From an optimization exercise on the open Yosys and OpenROAD flow, aimed at small area, a short achievable clock period and few clock cycles per item; shortcuts taken in it are not production practice. In this exercise RTL edits were held to simulation tests only and were not proved equivalent to the original. No activity file was given, so power comes from the tool's default toggle rates.

## flow/design.v

```verilog
`timescale 1ns / 1ps
module fa3 (input a, b, c, output s, co);
assign s  = a ^ b ^ c;
assign co = (a & b) | (a & c) | (b & c);
endmodule
module ha2 (input a, b, output s, co);
assign s  = a ^ b;
assign co = a & b;
endmodule
module xn2 (input a, b, output y);
assign y = ~(a ^ b);
endmodule
`timescale 1ns / 1ps
`timescale 1ns / 1ps
`timescale 1ns / 1ps
module systolic_array_controller (
	input clk,
	input rst_n,
	input [3:0] a11, a12, a21, a22,
	input [3:0] b11, b12, b21, b22,
	input in_valid,
	output logic [8:0] c11, c12, c21, c22,
	output logic out_valid
);
logic v_q;
always_ff @(posedge clk or negedge rst_n) begin
	if (~rst_n) {out_valid, v_q} <= 2'b00;
	else        {out_valid, v_q} <= {v_q, in_valid};
end
wire [14:0] c11_m; logic [14:0] c11_q;
assign c11_m[0] = ~(a11[0] & b11[0]);
assign c11_m[1] = ~(a12[0] & b21[0]);
assign c11_m[2] = ~(a12[1] & b21[0]);
wire c11_k0, c11_s1, c11_k1, c11_s2, c11_k2, c11_k3, c11_s4, c11_k4, c11_s5, c11_k5, c11_s6, c11_k6, c11_s7, c11_k7, c11_s9, c11_k9, c11_s10, c11_k10, c11_k11, c11_s13, c11_k13, c11_s14;
fa3 c11_u0 (.a(~(a11[0] & b11[1])), .b(~(a11[1] & b11[0])), .c(~(a12[0] & b21[1])), .s(c11_m[3]), .co(c11_k0));
fa3 c11_u1 (.a(~(a11[0] & b11[2])), .b(~(a11[1] & b11[1])), .c(~(a11[2] & b11[0])), .s(c11_s1), .co(c11_k1));
fa3 c11_u2 (.a(~(a12[0] & b21[2])), .b(~(a12[1] & b21[1])), .c(~(a12[2] & b21[0])), .s(c11_s2), .co(c11_k2));
fa3 c11_u3 (.a(c11_k0), .b(c11_s1), .c(c11_s2), .s(c11_m[4]), .co(c11_k3));
fa3 c11_u4 (.a(~(a11[0] & b11[3])), .b(~(a11[1] & b11[2])), .c(~(a11[2] & b11[1])), .s(c11_s4), .co(c11_k4));
fa3 c11_u5 (.a(~(a11[3] & b11[0])), .b(~(a12[0] & b21[3])), .c(~(a12[1] & b21[2])), .s(c11_s5), .co(c11_k5));
fa3 c11_u6 (.a(~(a12[2] & b21[1])), .b(~(a12[3] & b21[0])), .c(c11_k1), .s(c11_s6), .co(c11_k6));
fa3 c11_u7 (.a(c11_k2), .b(c11_s4), .c(c11_s5), .s(c11_s7), .co(c11_k7));
fa3 c11_u8 (.a(c11_k3), .b(c11_s6), .c(c11_s7), .s(c11_m[5]), .co(c11_m[7]));
fa3 c11_u9 (.a(~(a11[1] & b11[3])), .b(~(a11[2] & b11[2])), .c(~(a11[3] & b11[1])), .s(c11_s9), .co(c11_k9));
fa3 c11_u10 (.a(~(a12[1] & b21[3])), .b(~(a12[2] & b21[2])), .c(~(a12[3] & b21[1])), .s(c11_s10), .co(c11_k10));
fa3 c11_u11 (.a(c11_k4), .b(c11_k5), .c(c11_s9), .s(c11_m[6]), .co(c11_k11));
fa3 c11_u12 (.a(c11_s10), .b(c11_k6), .c(c11_k7), .s(c11_m[8]), .co(c11_m[9]));
fa3 c11_u13 (.a(~(a11[2] & b11[3])), .b(~(a11[3] & b11[2])), .c(~(a12[2] & b21[3])), .s(c11_s13), .co(c11_k13));
fa3 c11_u14 (.a(~(a12[3] & b21[2])), .b(c11_k9), .c(c11_k10), .s(c11_s14), .co(c11_m[11]));
fa3 c11_u15 (.a(c11_s13), .b(c11_k11), .c(c11_s14), .s(c11_m[10]), .co(c11_m[13]));
fa3 c11_u16 (.a(~(a11[3] & b11[3])), .b(~(a12[3] & b21[3])), .c(c11_k13), .s(c11_m[12]), .co(c11_m[14]));
wire c11_2s0, c11_2k0, c11_2s1, c11_2k1, c11_2s2, c11_2k2;
fa3 c11_2u0 (.a(c11_q[6]), .b(c11_q[7]), .c(c11_q[8]), .s(c11_2s0), .co(c11_2k0));
fa3 c11_2u1 (.a(1'b1), .b(c11_q[9]), .c(c11_q[10]), .s(c11_2s1), .co(c11_2k1));
fa3 c11_2u2 (.a(c11_q[11]), .b(c11_q[12]), .c(c11_q[13]), .s(c11_2s2), .co(c11_2k2));
wire [8:0] c11_d;
wire c11_ak0, c11_ap0, c11_ak1, c11_ap1, c11_ak5, c11_ap5, c11_ak6, c11_ap6, c11_ak7, c11_ap7, c11_aK0_1, c11_aP0_1, c11_aK0_3, c11_aP0_3, c11_aK0_5, c11_aP0_5, c11_aK0_7, c11_aP0_7, c11_aK0_9, c11_aP0_9, c11_aK1_2, c11_aP1_2, c11_aK1_3, c11_aP1_3, c11_aK1_6, c11_aP1_6, c11_aK1_7, c11_aP1_7, c11_aK2_4, c11_aP2_4, c11_aK2_5, c11_aP2_5, c11_aK2_6, c11_aP2_6, c11_aK2_7, c11_aP2_7, c11_aK3_8, c11_aP3_8, c11_aK3_9, c11_aP3_9;
ha2 c11_ah0 (.a(c11_q[0]), .b(c11_q[1]), .s(c11_ap0), .co(c11_ak0));
ha2 c11_ah1 (.a(c11_q[2]), .b(c11_q[3]), .s(c11_ap1), .co(c11_ak1));
ha2 c11_ah5 (.a(c11_2s1), .b(c11_2k0), .s(c11_ap5), .co(c11_ak5));
ha2 c11_ah6 (.a(c11_2s2), .b(c11_2k1), .s(c11_ap6), .co(c11_ak6));
ha2 c11_ah7 (.a(c11_q[14]), .b(c11_2k2), .s(c11_ap7), .co(c11_ak7));
assign c11_aK0_1 = c11_ak0 | (c11_ap0 & 1'b1);
assign c11_aP0_1 = c11_ap0 & 1'b0;
assign c11_aK0_3 = c11_q[4] | (~c11_q[4] & c11_ak1);
assign c11_aP0_3 = ~c11_q[4] & c11_ap1;
assign c11_aK0_5 = c11_2s0 | (~c11_2s0 & c11_q[5]);
assign c11_aP0_5 = ~c11_2s0 & ~c11_q[5];
assign c11_aK0_7 = c11_ak6 | (c11_ap6 & c11_ak5);
assign c11_aP0_7 = c11_ap6 & c11_ap5;
assign c11_aK0_9 = 1'b1 | (1'b0 & c11_ak7);
assign c11_aP0_9 = 1'b0 & c11_ap7;
assign c11_aK1_2 = c11_ak1 | (c11_ap1 & c11_aK0_1);
assign c11_aP1_2 = c11_ap1 & c11_aP0_1;
assign c11_aK1_3 = c11_aK0_3 | (c11_aP0_3 & c11_aK0_1);
assign c11_aP1_3 = c11_aP0_3 & c11_aP0_1;
assign c11_aK1_6 = c11_ak5 | (c11_ap5 & c11_aK0_5);
assign c11_aP1_6 = c11_ap5 & c11_aP0_5;
assign c11_aK1_7 = c11_aK0_7 | (c11_aP0_7 & c11_aK0_5);
assign c11_aP1_7 = c11_aP0_7 & c11_aP0_5;
assign c11_aK2_4 = c11_q[5] | (~c11_q[5] & c11_aK1_3);
assign c11_aP2_4 = ~c11_q[5] & c11_aP1_3;
assign c11_aK2_5 = c11_aK0_5 | (c11_aP0_5 & c11_aK1_3);
assign c11_aP2_5 = c11_aP0_5 & c11_aP1_3;
assign c11_aK2_6 = c11_aK1_6 | (c11_aP1_6 & c11_aK1_3);
assign c11_aP2_6 = c11_aP1_6 & c11_aP1_3;
assign c11_aK2_7 = c11_aK1_7 | (c11_aP1_7 & c11_aK1_3);
assign c11_aP2_7 = c11_aP1_7 & c11_aP1_3;
assign c11_aK3_8 = c11_ak7 | (c11_ap7 & c11_aK2_7);
assign c11_aP3_8 = c11_ap7 & c11_aP2_7;
assign c11_aK3_9 = c11_aK0_9 | (c11_aP0_9 & c11_aK2_7);
assign c11_aP3_9 = c11_aP0_9 & c11_aP2_7;
assign c11_d[0] = ~(c11_ap0 ^ 1'b1);
assign c11_d[1] = ~(c11_ap1 ^ c11_aK0_1);
assign c11_d[2] = ~(~c11_q[4] ^ c11_aK1_2);
assign c11_d[3] = ~(~c11_q[5] ^ c11_aK1_3);
assign c11_d[4] = ~(~c11_2s0 ^ c11_aK2_4);
assign c11_d[5] = ~(c11_ap5 ^ c11_aK2_5);
assign c11_d[6] = ~(c11_ap6 ^ c11_aK2_6);
assign c11_d[7] = ~(c11_ap7 ^ c11_aK2_7);
assign c11_d[8] = ~(1'b0 ^ c11_aK3_8);
wire [14:0] c12_m; logic [14:0] c12_q;
assign c12_m[0] = ~(a11[0] & b12[0]);
assign c12_m[1] = ~(a12[0] & b22[0]);
assign c12_m[2] = ~(a12[1] & b22[0]);
wire c12_k0, c12_s1, c12_k1, c12_s2, c12_k2, c12_k3, c12_s4, c12_k4, c12_s5, c12_k5, c12_s6, c12_k6, c12_s7, c12_k7, c12_s9, c12_k9, c12_s10, c12_k10, c12_k11, c12_s13, c12_k13, c12_s14;
fa3 c12_u0 (.a(~(a11[0] & b12[1])), .b(~(a11[1] & b12[0])), .c(~(a12[0] & b22[1])), .s(c12_m[3]), .co(c12_k0));
fa3 c12_u1 (.a(~(a11[0] & b12[2])), .b(~(a11[1] & b12[1])), .c(~(a11[2] & b12[0])), .s(c12_s1), .co(c12_k1));
fa3 c12_u2 (.a(~(a12[0] & b22[2])), .b(~(a12[1] & b22[1])), .c(~(a12[2] & b22[0])), .s(c12_s2), .co(c12_k2));
fa3 c12_u3 (.a(c12_k0), .b(c12_s1), .c(c12_s2), .s(c12_m[4]), .co(c12_k3));
fa3 c12_u4 (.a(~(a11[0] & b12[3])), .b(~(a11[1] & b12[2])), .c(~(a11[2] & b12[1])), .s(c12_s4), .co(c12_k4));
fa3 c12_u5 (.a(~(a11[3] & b12[0])), .b(~(a12[0] & b22[3])), .c(~(a12[1] & b22[2])), .s(c12_s5), .co(c12_k5));
fa3 c12_u6 (.a(~(a12[2] & b22[1])), .b(~(a12[3] & b22[0])), .c(c12_k1), .s(c12_s6), .co(c12_k6));
fa3 c12_u7 (.a(c12_k2), .b(c12_s4), .c(c12_s5), .s(c12_s7), .co(c12_k7));
fa3 c12_u8 (.a(c12_k3), .b(c12_s6), .c(c12_s7), .s(c12_m[5]), .co(c12_m[7]));
fa3 c12_u9 (.a(~(a11[1] & b12[3])), .b(~(a11[2] & b12[2])), .c(~(a11[3] & b12[1])), .s(c12_s9), .co(c12_k9));
fa3 c12_u10 (.a(~(a12[1] & b22[3])), .b(~(a12[2] & b22[2])), .c(~(a12[3] & b22[1])), .s(c12_s10), .co(c12_k10));
fa3 c12_u11 (.a(c12_k4), .b(c12_k5), .c(c12_s9), .s(c12_m[6]), .co(c12_k11));
fa3 c12_u12 (.a(c12_s10), .b(c12_k6), .c(c12_k7), .s(c12_m[8]), .co(c12_m[9]));
fa3 c12_u13 (.a(~(a11[2] & b12[3])), .b(~(a11[3] & b12[2])), .c(~(a12[2] & b22[3])), .s(c12_s13), .co(c12_k13));
fa3 c12_u14 (.a(~(a12[3] & b22[2])), .b(c12_k9), .c(c12_k10), .s(c12_s14), .co(c12_m[11]));
fa3 c12_u15 (.a(c12_s13), .b(c12_k11), .c(c12_s14), .s(c12_m[10]), .co(c12_m[13]));
fa3 c12_u16 (.a(~(a11[3] & b12[3])), .b(~(a12[3] & b22[3])), .c(c12_k13), .s(c12_m[12]), .co(c12_m[14]));
wire c12_2s0, c12_2k0, c12_2s1, c12_2k1, c12_2s2, c12_2k2;
fa3 c12_2u0 (.a(c12_q[6]), .b(c12_q[7]), .c(c12_q[8]), .s(c12_2s0), .co(c12_2k0));
fa3 c12_2u1 (.a(1'b1), .b(c12_q[9]), .c(c12_q[10]), .s(c12_2s1), .co(c12_2k1));
fa3 c12_2u2 (.a(c12_q[11]), .b(c12_q[12]), .c(c12_q[13]), .s(c12_2s2), .co(c12_2k2));
wire [8:0] c12_d;
wire c12_ak0, c12_ap0, c12_ak1, c12_ap1, c12_ak5, c12_ap5, c12_ak6, c12_ap6, c12_ak7, c12_ap7, c12_aK0_1, c12_aP0_1, c12_aK0_3, c12_aP0_3, c12_aK0_5, c12_aP0_5, c12_aK0_7, c12_aP0_7, c12_aK0_9, c12_aP0_9, c12_aK1_2, c12_aP1_2, c12_aK1_3, c12_aP1_3, c12_aK1_6, c12_aP1_6, c12_aK1_7, c12_aP1_7, c12_aK2_4, c12_aP2_4, c12_aK2_5, c12_aP2_5, c12_aK2_6, c12_aP2_6, c12_aK2_7, c12_aP2_7, c12_aK3_8, c12_aP3_8, c12_aK3_9, c12_aP3_9;
ha2 c12_ah0 (.a(c12_q[0]), .b(c12_q[1]), .s(c12_ap0), .co(c12_ak0));
ha2 c12_ah1 (.a(c12_q[2]), .b(c12_q[3]), .s(c12_ap1), .co(c12_ak1));
ha2 c12_ah5 (.a(c12_2s1), .b(c12_2k0), .s(c12_ap5), .co(c12_ak5));
ha2 c12_ah6 (.a(c12_2s2), .b(c12_2k1), .s(c12_ap6), .co(c12_ak6));
ha2 c12_ah7 (.a(c12_q[14]), .b(c12_2k2), .s(c12_ap7), .co(c12_ak7));
assign c12_aK0_1 = c12_ak0 | (c12_ap0 & 1'b1);
assign c12_aP0_1 = c12_ap0 & 1'b0;
assign c12_aK0_3 = c12_q[4] | (~c12_q[4] & c12_ak1);
assign c12_aP0_3 = ~c12_q[4] & c12_ap1;
assign c12_aK0_5 = c12_2s0 | (~c12_2s0 & c12_q[5]);
assign c12_aP0_5 = ~c12_2s0 & ~c12_q[5];
assign c12_aK0_7 = c12_ak6 | (c12_ap6 & c12_ak5);
assign c12_aP0_7 = c12_ap6 & c12_ap5;
assign c12_aK0_9 = 1'b1 | (1'b0 & c12_ak7);
assign c12_aP0_9 = 1'b0 & c12_ap7;
assign c12_aK1_2 = c12_ak1 | (c12_ap1 & c12_aK0_1);
assign c12_aP1_2 = c12_ap1 & c12_aP0_1;
assign c12_aK1_3 = c12_aK0_3 | (c12_aP0_3 & c12_aK0_1);
assign c12_aP1_3 = c12_aP0_3 & c12_aP0_1;
assign c12_aK1_6 = c12_ak5 | (c12_ap5 & c12_aK0_5);
assign c12_aP1_6 = c12_ap5 & c12_aP0_5;
assign c12_aK1_7 = c12_aK0_7 | (c12_aP0_7 & c12_aK0_5);
assign c12_aP1_7 = c12_aP0_7 & c12_aP0_5;
assign c12_aK2_4 = c12_q[5] | (~c12_q[5] & c12_aK1_3);
assign c12_aP2_4 = ~c12_q[5] & c12_aP1_3;
assign c12_aK2_5 = c12_aK0_5 | (c12_aP0_5 & c12_aK1_3);
assign c12_aP2_5 = c12_aP0_5 & c12_aP1_3;
assign c12_aK2_6 = c12_aK1_6 | (c12_aP1_6 & c12_aK1_3);
assign c12_aP2_6 = c12_aP1_6 & c12_aP1_3;
assign c12_aK2_7 = c12_aK1_7 | (c12_aP1_7 & c12_aK1_3);
assign c12_aP2_7 = c12_aP1_7 & c12_aP1_3;
assign c12_aK3_8 = c12_ak7 | (c12_ap7 & c12_aK2_7);
assign c12_aP3_8 = c12_ap7 & c12_aP2_7;
assign c12_aK3_9 = c12_aK0_9 | (c12_aP0_9 & c12_aK2_7);
assign c12_aP3_9 = c12_aP0_9 & c12_aP2_7;
assign c12_d[0] = ~(c12_ap0 ^ 1'b1);
assign c12_d[1] = ~(c12_ap1 ^ c12_aK0_1);
assign c12_d[2] = ~(~c12_q[4] ^ c12_aK1_2);
assign c12_d[3] = ~(~c12_q[5] ^ c12_aK1_3);
assign c12_d[4] = ~(~c12_2s0 ^ c12_aK2_4);
assign c12_d[5] = ~(c12_ap5 ^ c12_aK2_5);
assign c12_d[6] = ~(c12_ap6 ^ c12_aK2_6);
assign c12_d[7] = ~(c12_ap7 ^ c12_aK2_7);
assign c12_d[8] = ~(1'b0 ^ c12_aK3_8);
wire [14:0] c21_m; logic [14:0] c21_q;
assign c21_m[0] = ~(a21[0] & b11[0]);
assign c21_m[1] = ~(a22[0] & b21[0]);
assign c21_m[2] = ~(a22[1] & b21[0]);
wire c21_k0, c21_s1, c21_k1, c21_s2, c21_k2, c21_k3, c21_s4, c21_k4, c21_s5, c21_k5, c21_s6, c21_k6, c21_s7, c21_k7, c21_s9, c21_k9, c21_s10, c21_k10, c21_k11, c21_s13, c21_k13, c21_s14;
fa3 c21_u0 (.a(~(a21[0] & b11[1])), .b(~(a21[1] & b11[0])), .c(~(a22[0] & b21[1])), .s(c21_m[3]), .co(c21_k0));
fa3 c21_u1 (.a(~(a21[0] & b11[2])), .b(~(a21[1] & b11[1])), .c(~(a21[2] & b11[0])), .s(c21_s1), .co(c21_k1));
fa3 c21_u2 (.a(~(a22[0] & b21[2])), .b(~(a22[1] & b21[1])), .c(~(a22[2] & b21[0])), .s(c21_s2), .co(c21_k2));
fa3 c21_u3 (.a(c21_k0), .b(c21_s1), .c(c21_s2), .s(c21_m[4]), .co(c21_k3));
fa3 c21_u4 (.a(~(a21[0] & b11[3])), .b(~(a21[1] & b11[2])), .c(~(a21[2] & b11[1])), .s(c21_s4), .co(c21_k4));
fa3 c21_u5 (.a(~(a21[3] & b11[0])), .b(~(a22[0] & b21[3])), .c(~(a22[1] & b21[2])), .s(c21_s5), .co(c21_k5));
fa3 c21_u6 (.a(~(a22[2] & b21[1])), .b(~(a22[3] & b21[0])), .c(c21_k1), .s(c21_s6), .co(c21_k6));
fa3 c21_u7 (.a(c21_k2), .b(c21_s4), .c(c21_s5), .s(c21_s7), .co(c21_k7));
fa3 c21_u8 (.a(c21_k3), .b(c21_s6), .c(c21_s7), .s(c21_m[5]), .co(c21_m[7]));
fa3 c21_u9 (.a(~(a21[1] & b11[3])), .b(~(a21[2] & b11[2])), .c(~(a21[3] & b11[1])), .s(c21_s9), .co(c21_k9));
fa3 c21_u10 (.a(~(a22[1] & b21[3])), .b(~(a22[2] & b21[2])), .c(~(a22[3] & b21[1])), .s(c21_s10), .co(c21_k10));
fa3 c21_u11 (.a(c21_k4), .b(c21_k5), .c(c21_s9), .s(c21_m[6]), .co(c21_k11));
fa3 c21_u12 (.a(c21_s10), .b(c21_k6), .c(c21_k7), .s(c21_m[8]), .co(c21_m[9]));
fa3 c21_u13 (.a(~(a21[2] & b11[3])), .b(~(a21[3] & b11[2])), .c(~(a22[2] & b21[3])), .s(c21_s13), .co(c21_k13));
fa3 c21_u14 (.a(~(a22[3] & b21[2])), .b(c21_k9), .c(c21_k10), .s(c21_s14), .co(c21_m[11]));
fa3 c21_u15 (.a(c21_s13), .b(c21_k11), .c(c21_s14), .s(c21_m[10]), .co(c21_m[13]));
fa3 c21_u16 (.a(~(a21[3] & b11[3])), .b(~(a22[3] & b21[3])), .c(c21_k13), .s(c21_m[12]), .co(c21_m[14]));
wire c21_2s0, c21_2k0, c21_2s1, c21_2k1, c21_2s2, c21_2k2;
fa3 c21_2u0 (.a(c21_q[6]), .b(c21_q[7]), .c(c21_q[8]), .s(c21_2s0), .co(c21_2k0));
fa3 c21_2u1 (.a(1'b1), .b(c21_q[9]), .c(c21_q[10]), .s(c21_2s1), .co(c21_2k1));
fa3 c21_2u2 (.a(c21_q[11]), .b(c21_q[12]), .c(c21_q[13]), .s(c21_2s2), .co(c21_2k2));
wire [8:0] c21_d;
wire c21_ak0, c21_ap0, c21_ak1, c21_ap1, c21_ak5, c21_ap5, c21_ak6, c21_ap6, c21_ak7, c21_ap7, c21_aK0_1, c21_aP0_1, c21_aK0_3, c21_aP0_3, c21_aK0_5, c21_aP0_5, c21_aK0_7, c21_aP0_7, c21_aK0_9, c21_aP0_9, c21_aK1_2, c21_aP1_2, c21_aK1_3, c21_aP1_3, c21_aK1_6, c21_aP1_6, c21_aK1_7, c21_aP1_7, c21_aK2_4, c21_aP2_4, c21_aK2_5, c21_aP2_5, c21_aK2_6, c21_aP2_6, c21_aK2_7, c21_aP2_7, c21_aK3_8, c21_aP3_8, c21_aK3_9, c21_aP3_9;
ha2 c21_ah0 (.a(c21_q[0]), .b(c21_q[1]), .s(c21_ap0), .co(c21_ak0));
ha2 c21_ah1 (.a(c21_q[2]), .b(c21_q[3]), .s(c21_ap1), .co(c21_ak1));
ha2 c21_ah5 (.a(c21_2s1), .b(c21_2k0), .s(c21_ap5), .co(c21_ak5));
ha2 c21_ah6 (.a(c21_2s2), .b(c21_2k1), .s(c21_ap6), .co(c21_ak6));
ha2 c21_ah7 (.a(c21_q[14]), .b(c21_2k2), .s(c21_ap7), .co(c21_ak7));
assign c21_aK0_1 = c21_ak0 | (c21_ap0 & 1'b1);
assign c21_aP0_1 = c21_ap0 & 1'b0;
assign c21_aK0_3 = c21_q[4] | (~c21_q[4] & c21_ak1);
assign c21_aP0_3 = ~c21_q[4] & c21_ap1;
assign c21_aK0_5 = c21_2s0 | (~c21_2s0 & c21_q[5]);
assign c21_aP0_5 = ~c21_2s0 & ~c21_q[5];
assign c21_aK0_7 = c21_ak6 | (c21_ap6 & c21_ak5);
assign c21_aP0_7 = c21_ap6 & c21_ap5;
assign c21_aK0_9 = 1'b1 | (1'b0 & c21_ak7);
assign c21_aP0_9 = 1'b0 & c21_ap7;
assign c21_aK1_2 = c21_ak1 | (c21_ap1 & c21_aK0_1);
assign c21_aP1_2 = c21_ap1 & c21_aP0_1;
assign c21_aK1_3 = c21_aK0_3 | (c21_aP0_3 & c21_aK0_1);
assign c21_aP1_3 = c21_aP0_3 & c21_aP0_1;
assign c21_aK1_6 = c21_ak5 | (c21_ap5 & c21_aK0_5);
assign c21_aP1_6 = c21_ap5 & c21_aP0_5;
assign c21_aK1_7 = c21_aK0_7 | (c21_aP0_7 & c21_aK0_5);
assign c21_aP1_7 = c21_aP0_7 & c21_aP0_5;
assign c21_aK2_4 = c21_q[5] | (~c21_q[5] & c21_aK1_3);
assign c21_aP2_4 = ~c21_q[5] & c21_aP1_3;
assign c21_aK2_5 = c21_aK0_5 | (c21_aP0_5 & c21_aK1_3);
assign c21_aP2_5 = c21_aP0_5 & c21_aP1_3;
assign c21_aK2_6 = c21_aK1_6 | (c21_aP1_6 & c21_aK1_3);
assign c21_aP2_6 = c21_aP1_6 & c21_aP1_3;
assign c21_aK2_7 = c21_aK1_7 | (c21_aP1_7 & c21_aK1_3);
assign c21_aP2_7 = c21_aP1_7 & c21_aP1_3;
assign c21_aK3_8 = c21_ak7 | (c21_ap7 & c21_aK2_7);
assign c21_aP3_8 = c21_ap7 & c21_aP2_7;
assign c21_aK3_9 = c21_aK0_9 | (c21_aP0_9 & c21_aK2_7);
assign c21_aP3_9 = c21_aP0_9 & c21_aP2_7;
assign c21_d[0] = ~(c21_ap0 ^ 1'b1);
assign c21_d[1] = ~(c21_ap1 ^ c21_aK0_1);
assign c21_d[2] = ~(~c21_q[4] ^ c21_aK1_2);
assign c21_d[3] = ~(~c21_q[5] ^ c21_aK1_3);
assign c21_d[4] = ~(~c21_2s0 ^ c21_aK2_4);
assign c21_d[5] = ~(c21_ap5 ^ c21_aK2_5);
assign c21_d[6] = ~(c21_ap6 ^ c21_aK2_6);
assign c21_d[7] = ~(c21_ap7 ^ c21_aK2_7);
assign c21_d[8] = ~(1'b0 ^ c21_aK3_8);
wire [14:0] c22_m; logic [14:0] c22_q;
assign c22_m[0] = ~(a21[0] & b12[0]);
assign c22_m[1] = ~(a22[0] & b22[0]);
assign c22_m[2] = ~(a22[1] & b22[0]);
wire c22_k0, c22_s1, c22_k1, c22_s2, c22_k2, c22_k3, c22_s4, c22_k4, c22_s5, c22_k5, c22_s6, c22_k6, c22_s7, c22_k7, c22_s9, c22_k9, c22_s10, c22_k10, c22_k11, c22_s13, c22_k13, c22_s14;
fa3 c22_u0 (.a(~(a21[0] & b12[1])), .b(~(a21[1] & b12[0])), .c(~(a22[0] & b22[1])), .s(c22_m[3]), .co(c22_k0));
fa3 c22_u1 (.a(~(a21[0] & b12[2])), .b(~(a21[1] & b12[1])), .c(~(a21[2] & b12[0])), .s(c22_s1), .co(c22_k1));
fa3 c22_u2 (.a(~(a22[0] & b22[2])), .b(~(a22[1] & b22[1])), .c(~(a22[2] & b22[0])), .s(c22_s2), .co(c22_k2));
fa3 c22_u3 (.a(c22_k0), .b(c22_s1), .c(c22_s2), .s(c22_m[4]), .co(c22_k3));
fa3 c22_u4 (.a(~(a21[0] & b12[3])), .b(~(a21[1] & b12[2])), .c(~(a21[2] & b12[1])), .s(c22_s4), .co(c22_k4));
fa3 c22_u5 (.a(~(a21[3] & b12[0])), .b(~(a22[0] & b22[3])), .c(~(a22[1] & b22[2])), .s(c22_s5), .co(c22_k5));
fa3 c22_u6 (.a(~(a22[2] & b22[1])), .b(~(a22[3] & b22[0])), .c(c22_k1), .s(c22_s6), .co(c22_k6));
fa3 c22_u7 (.a(c22_k2), .b(c22_s4), .c(c22_s5), .s(c22_s7), .co(c22_k7));
fa3 c22_u8 (.a(c22_k3), .b(c22_s6), .c(c22_s7), .s(c22_m[5]), .co(c22_m[7]));
fa3 c22_u9 (.a(~(a21[1] & b12[3])), .b(~(a21[2] & b12[2])), .c(~(a21[3] & b12[1])), .s(c22_s9), .co(c22_k9));
fa3 c22_u10 (.a(~(a22[1] & b22[3])), .b(~(a22[2] & b22[2])), .c(~(a22[3] & b22[1])), .s(c22_s10), .co(c22_k10));
fa3 c22_u11 (.a(c22_k4), .b(c22_k5), .c(c22_s9), .s(c22_m[6]), .co(c22_k11));
fa3 c22_u12 (.a(c22_s10), .b(c22_k6), .c(c22_k7), .s(c22_m[8]), .co(c22_m[9]));
fa3 c22_u13 (.a(~(a21[2] & b12[3])), .b(~(a21[3] & b12[2])), .c(~(a22[2] & b22[3])), .s(c22_s13), .co(c22_k13));
fa3 c22_u14 (.a(~(a22[3] & b22[2])), .b(c22_k9), .c(c22_k10), .s(c22_s14), .co(c22_m[11]));
fa3 c22_u15 (.a(c22_s13), .b(c22_k11), .c(c22_s14), .s(c22_m[10]), .co(c22_m[13]));
fa3 c22_u16 (.a(~(a21[3] & b12[3])), .b(~(a22[3] & b22[3])), .c(c22_k13), .s(c22_m[12]), .co(c22_m[14]));
wire c22_2s0, c22_2k0, c22_2s1, c22_2k1, c22_2s2, c22_2k2;
fa3 c22_2u0 (.a(c22_q[6]), .b(c22_q[7]), .c(c22_q[8]), .s(c22_2s0), .co(c22_2k0));
fa3 c22_2u1 (.a(1'b1), .b(c22_q[9]), .c(c22_q[10]), .s(c22_2s1), .co(c22_2k1));
fa3 c22_2u2 (.a(c22_q[11]), .b(c22_q[12]), .c(c22_q[13]), .s(c22_2s2), .co(c22_2k2));
wire [8:0] c22_d;
wire c22_ak0, c22_ap0, c22_ak1, c22_ap1, c22_ak5, c22_ap5, c22_ak6, c22_ap6, c22_ak7, c22_ap7, c22_aK0_1, c22_aP0_1, c22_aK0_3, c22_aP0_3, c22_aK0_5, c22_aP0_5, c22_aK0_7, c22_aP0_7, c22_aK0_9, c22_aP0_9, c22_aK1_2, c22_aP1_2, c22_aK1_3, c22_aP1_3, c22_aK1_6, c22_aP1_6, c22_aK1_7, c22_aP1_7, c22_aK2_4, c22_aP2_4, c22_aK2_5, c22_aP2_5, c22_aK2_6, c22_aP2_6, c22_aK2_7, c22_aP2_7, c22_aK3_8, c22_aP3_8, c22_aK3_9, c22_aP3_9;
ha2 c22_ah0 (.a(c22_q[0]), .b(c22_q[1]), .s(c22_ap0), .co(c22_ak0));
ha2 c22_ah1 (.a(c22_q[2]), .b(c22_q[3]), .s(c22_ap1), .co(c22_ak1));
ha2 c22_ah5 (.a(c22_2s1), .b(c22_2k0), .s(c22_ap5), .co(c22_ak5));
ha2 c22_ah6 (.a(c22_2s2), .b(c22_2k1), .s(c22_ap6), .co(c22_ak6));
ha2 c22_ah7 (.a(c22_q[14]), .b(c22_2k2), .s(c22_ap7), .co(c22_ak7));
assign c22_aK0_1 = c22_ak0 | (c22_ap0 & 1'b1);
assign c22_aP0_1 = c22_ap0 & 1'b0;
assign c22_aK0_3 = c22_q[4] | (~c22_q[4] & c22_ak1);
assign c22_aP0_3 = ~c22_q[4] & c22_ap1;
assign c22_aK0_5 = c22_2s0 | (~c22_2s0 & c22_q[5]);
assign c22_aP0_5 = ~c22_2s0 & ~c22_q[5];
assign c22_aK0_7 = c22_ak6 | (c22_ap6 & c22_ak5);
assign c22_aP0_7 = c22_ap6 & c22_ap5;
assign c22_aK0_9 = 1'b1 | (1'b0 & c22_ak7);
assign c22_aP0_9 = 1'b0 & c22_ap7;
assign c22_aK1_2 = c22_ak1 | (c22_ap1 & c22_aK0_1);
assign c22_aP1_2 = c22_ap1 & c22_aP0_1;
assign c22_aK1_3 = c22_aK0_3 | (c22_aP0_3 & c22_aK0_1);
assign c22_aP1_3 = c22_aP0_3 & c22_aP0_1;
assign c22_aK1_6 = c22_ak5 | (c22_ap5 & c22_aK0_5);
assign c22_aP1_6 = c22_ap5 & c22_aP0_5;
assign c22_aK1_7 = c22_aK0_7 | (c22_aP0_7 & c22_aK0_5);
assign c22_aP1_7 = c22_aP0_7 & c22_aP0_5;
assign c22_aK2_4 = c22_q[5] | (~c22_q[5] & c22_aK1_3);
assign c22_aP2_4 = ~c22_q[5] & c22_aP1_3;
assign c22_aK2_5 = c22_aK0_5 | (c22_aP0_5 & c22_aK1_3);
assign c22_aP2_5 = c22_aP0_5 & c22_aP1_3;
assign c22_aK2_6 = c22_aK1_6 | (c22_aP1_6 & c22_aK1_3);
assign c22_aP2_6 = c22_aP1_6 & c22_aP1_3;
assign c22_aK2_7 = c22_aK1_7 | (c22_aP1_7 & c22_aK1_3);
assign c22_aP2_7 = c22_aP1_7 & c22_aP1_3;
assign c22_aK3_8 = c22_ak7 | (c22_ap7 & c22_aK2_7);
assign c22_aP3_8 = c22_ap7 & c22_aP2_7;
assign c22_aK3_9 = c22_aK0_9 | (c22_aP0_9 & c22_aK2_7);
assign c22_aP3_9 = c22_aP0_9 & c22_aP2_7;
assign c22_d[0] = ~(c22_ap0 ^ 1'b1);
assign c22_d[1] = ~(c22_ap1 ^ c22_aK0_1);
assign c22_d[2] = ~(~c22_q[4] ^ c22_aK1_2);
assign c22_d[3] = ~(~c22_q[5] ^ c22_aK1_3);
assign c22_d[4] = ~(~c22_2s0 ^ c22_aK2_4);
assign c22_d[5] = ~(c22_ap5 ^ c22_aK2_5);
assign c22_d[6] = ~(c22_ap6 ^ c22_aK2_6);
assign c22_d[7] = ~(c22_ap7 ^ c22_aK2_7);
assign c22_d[8] = ~(1'b0 ^ c22_aK3_8);
always_ff @(posedge clk) begin
	c11_q <= c11_m;
	c11 <= c11_d;
	c12_q <= c12_m;
	c12 <= c12_d;
	c21_q <= c21_m;
	c21 <= c21_d;
	c22_q <= c22_m;
	c22 <= c22_d;
end
endmodule
```

## flow/flow/run.sh

```bash
#!/bin/bash
# Own layout flow: the standard layout (standard.sh), with smaller port
# buffers than the resizer's default choice: sky130_fd_sc_hd__buf_2 on the inputs
# (each drives eight gates) and, through flow/ports.tcl after global placement,
# sky130_fd_sc_hd__buf_1 on the outputs.
# make's full output (yosys, openroad, ...) goes to make_finish.log here; ORFS
# keeps each step's own log under orfs/logs/.
set -euo pipefail
export BUFFER_PORTS_ARGS="-buffer_cell sky130_fd_sc_hd__buf_2"
export POST_GLOBAL_PLACE_TCL="$PWD/flow/ports.tcl"
bash standard.sh finish > make_finish.log 2>&1
```

## flow/flow/ports.tcl

```tcl
# Runs after global placement (POST_GLOBAL_PLACE_TCL).  buffer_ports gave every
# port a sky130_fd_sc_hd__buf_2; the output ports' buffers only drive the pin
# load, so they become sky130_fd_sc_hd__buf_1 (detailed placement legalizes).
set n 0
foreach inst [[ord::get_db_block] getInsts] {
  if {[string match "output*" [$inst getName]] && [[$inst getMaster] getName] eq "sky130_fd_sc_hd__buf_2"} {
    replace_cell [$inst getName] sky130_fd_sc_hd__buf_1
    incr n
  }
}
puts "ports.tcl: $n output buffers are now sky130_fd_sc_hd__buf_1"
```

## flow/standard.sh

```bash
#!/bin/bash
# synth_recipe.tcl (not shown) runs the flow's synth.tcl, then flattens the netlist and writes it again
# the make line also repeats each setting of config.mk as NAME=value (left out here)
make -C /OpenROAD-flow-scripts/flow DESIGN_CONFIG=/design/flow/config.mk WORK_HOME=/design/flow/orfs CLKGATE_MAP_FILE= SYNTH_SCRIPT=/design/flow/synth_recipe.tcl "${@:-finish}"
```

## flow/config.mk

```make
export PLATFORM = sky130hd
export DESIGN_NAME = systolic_array_controller
export DESIGN_NICKNAME = systolic_array_controller
export VERILOG_FILES = /design/flow/design.v
export SDC_FILE = /design/flow/constraint.sdc
export NUM_CORES = 4
export LEC_CHECK = 0
export CAP_MARGIN = 20
export CORE_MARGIN = 2
export CORE_UTILIZATION = 65
export CTS_BUF_LIST = sky130_fd_sc_hd__clkbuf_8
export SLEW_MARGIN = 20
export SYNTH_HIERARCHICAL = 1
export SYNTH_MINIMUM_KEEP_SIZE = 0
```

## flow/constraint.sdc

```tcl
create_clock -name core_clock -period 5.0 [get_ports {clk}]
set_input_delay 1.0000 -clock core_clock [delete_from_list [all_inputs] [get_ports {clk}]]
set_output_delay 1.0000 -clock core_clock [all_outputs]
set_load 0.01 [all_outputs]
```

==> impl_metrics.tcl <==
set metrics [dict create \
    syn_avg_cell_area_um2 11.4 \
    r2r_end "c11[7]" \
    status "timing/DRC/antenna clean" \
    dieArea_um2 8630 \
    area_delta_synth_final_pct 9.53 \
    postSynth.asyncResetShare_pct 2.04 \
    cp_max_fo 8 \
    grt_pass1_vias 3456 \
    ys_seq_elements 98 \
    layout_setup_ws_ns 2.50 \
    yosysSeqAreaShare_pct 38.4 \
    crit_top_cell "fa_1" \
    coreArea_um2 7690 \
    crit_type "in2reg" \
    min_path_type "reg2reg" \
    crit_path_start_kind "input pin" \
    cts_resized 0 \
    synth_edf_count 0 \
    finalCriticalPeriod_ns 2.50 \
    synth.top_cell.area_share_pct 37.4 \
    die_w_um 92.9 \
    yosysUniqueCellTypes 20 \
    port_buffers 71 \
    cp.required_ns 5.23 \
    postCtsHoldBufs 0 \
    ir_drop_uv 304 \
    row_count 32 \
    fmax_mhz 401 \
    reg2reg_slack_ns 3.08 \
    yosys_warnings 7 \
    fin_tns_setup_ns 0 \
    grtUsageTotal_pct 23.6 \
    drv_cap 0 \
    period_share_pct 49.9 \
    drive_gt1_share_pct 12.2 \
    tritoncts "done" \
    internal-power_mw 1.68 \
    crit_path_max_incr_delay_ns 0.56 \
    powerDensity_nw_per_um2 459 \
    p_switching_uw 902 \
    vias 3166 \
    synthCells 451 \
    critical_path_cell_count 5 \
    fin_worst_skew_ns 0.0127 \
    remaining_drc_errors 0 \
    cts_root_buffer "clkbuf_8" \
    crit_family "adder cells" \
    start_util_pct 66.8 \
    synth_common_cells "nand2_1, dfxtp_1, fa_1" \
    hold_viol 0 \
    r2r_start "c11_q[6]" \
    crit_end "c22_q[5]" \
    reg2reg_depth 6 \
    wl_per_cell_um 14.3 \
    final_util_pct 73.2 \
    clockBufferDepth 2 \
    clock_latency_ns 0.36 \
    worstPathCellList "buf_2 -> nand2_1 -> fa_1 -> fa_1 -> fa_1" \
    ant_nets 0 \
    die_h_um 92.9 \
    cp-startpoint "b22[2]" \
    finalSetupViolCount 0 \
    drt-total-wl_mm 8.75 \
    power.share.sequential_pct 43.7 \
    drt_iter0_drc 120 \
    grt_overflow 0 \
    antenna_found_initial 0 \
    synthTopCellsByArea "dfxtp_1, fa_1, nand2_1, ha_1, clkbuf_1" \
    ioPinCount 72 \
    post_cts_buffers 0 \
    final_net_count 651 \
    cts_sinks 98 \
    dp.final_hpwl_mm 7.11 \
    path_buf_inv 1 \
    post-place-ws_ns 2.13 \
    first_pass_iters 5 \
    final-max-slew-violation-count 0 \
    cp_slowest_cell "fa_1" \
    switching_share_pct 35.0 \
    clk_pin_slew_ns 0.09 \
    cts_max_level 3 \
    grt_max_degree 17 \
    cts_buffers 9 \
    via_per_inst 5.19 \
    netlist_area_um2 5140 \
    yosysTopAreaCell "dfxtp_1" \
    yosysMostFrequentCell "nand2_1" \
    end_kind "flip-flop" \
    arrival_ns 2.73 \
    synth_ff_type "dfxtp_1" \
    diodes 0 \
    p_comb_share_pct 39.4 \
    grt_pass1_wl_mm 15.7 \
    clkPwrFrac_pct 16.9 \
    p_leak_nw 2.28 \
    rsz0062_at_grt "no" \
]
## power by group through the flow
stage          clock network (mW)  registers [mW]  logic (mW)
4_1_cts                     0.447            1.13        1.04
3_5_place_dp                    0            1.15        1.04
3_3_place_gp                    0            1.14        1.03
6_report                    0.435            1.13        1.02
2_1_floorplan                   0            1.20       0.715
5_1_grt                     0.484            1.15        1.19
## stage by stage
step / power (mW) / hold WS [ns] / cells / instance area [um2]
2_1_floorplan: 1.92 / 0.331 / 454 / 5150
3_3_place_gp: 2.17 / 0.340 / 595 / 5510
3_5_place_dp: 2.19 / 0.349 / 595 / 5460
4_1_cts: 2.62 / 0.371 / 610 / 5630
5_1_grt: 2.83 / 0.376 / 610 / 5630
6_report: 2.58 / 0.363 / 610 / 5630
## Yosys stat by module, one instance, submodules excluded
module,flops+latches,cells inside
ha2,0,1
systolic_array_controller,98,351
fa3,0,1
## flip-flops by register name, summed over array words and instances (netlist names), 9 cells and up
name,flops
c11_q,15
c12_q,15
c21_q,15
c22_q,15
c11,9
c12,9
c21,9
c22,9
## layer usage
layer  share of wire (%)  wire [um]  track usage (%)  vias to the layer above
li1                    -          -                -                     1484
met1                  41       3630             30.3                     1581
met2                  51       4450             39.8                       82
met3                 4.7        414             3.66                       19
met4                 2.9        253             10.9                        0
met5                   0          0                0                        -
## final cells by class
type,count,area [um2]
Inverter,12,45.0
Multi-Input combinational cell,312,3010
Fill cell,582,2060
Timing Repair Buffer,71,309
Clock inverter,6,37.5
Clock buffer,9,124
Sequential cell,98,1970
Tap cell,102,128
## worst register-to-register path: cells and delay by family (launching register included)
kind / cells / cell delay [ns]
simple gates: 2 / 0.43
compound gates: 1 / 0.19
buf+inv: 1 / 0.04
flops: 1 / 0.33
fa+ha+maj: 2 / 0.82
## how the worst min path moves through the flow
| stage | startpoint | to | depth (start not counted) |
|---|---|---|---|
| after floorplan | v_q | out_valid | 0 |
| after global placement | v_q | out_valid | 0 |
| after detailed placement | v_q | out_valid | 0 |
| after CTS | v_q | out_valid | 0 |
| after global routing | rst_n | v_q | 1 |
| final | v_q | out_valid | 0 |
## logic make-up after synthesis
kind of cell	synth area share, %
AOI/OAI and AO/OA	2.68
xor gates and xnor gates	2.05
adders and majority gates	39.0
buffers and inverters	3.22
DFF	38.4
other	0.0730
and+or+nand+nor	14.6
## layout by cell type (no fill, tap or decap), types with 8 or more instances in the layout
cell / n
nand2_1: 140
xnor2_1: 12
fa_1: 80
clkbuf_8: 9
inv_1: 13
buf_1: 37
ha_1: 32
nor2_1: 8
dfxtp_1: 96
buf_2: 34
Testbench counts, summed over its fixed seeds: cycles 1,216, items 1,200.

==> static timing again, ports no longer ideal <==
How much do the figures lean on ideal ports? The routed layout below was timed once more, with nothing changed but the port constraints.
Step 1 sets driving cells, clkbuf_16 on the clock port and buf_2 on the other inputs (assumed; they add their load-dependent delay and slew).
Step 2, shift: input delay + t, output delay - t, t = (earliest + latest rising clock arrival at the registers) / 2. This alone moves slack from input paths to output paths.
a / b / c = ideal / step 1 / step 2; a / b = the first two.
t (ns): 0.387
setup WS [ns]: 2.505 / 2.494 / 2.107
slew at the worst register clock pin (ns): 0.09 / 0.09
cell pins on the clock port's net: 1
After both steps setup and hold are still met in this run. For this run, drivers alone change the setup slack by -0.011 ns; drivers and shift together by -0.398 ns.
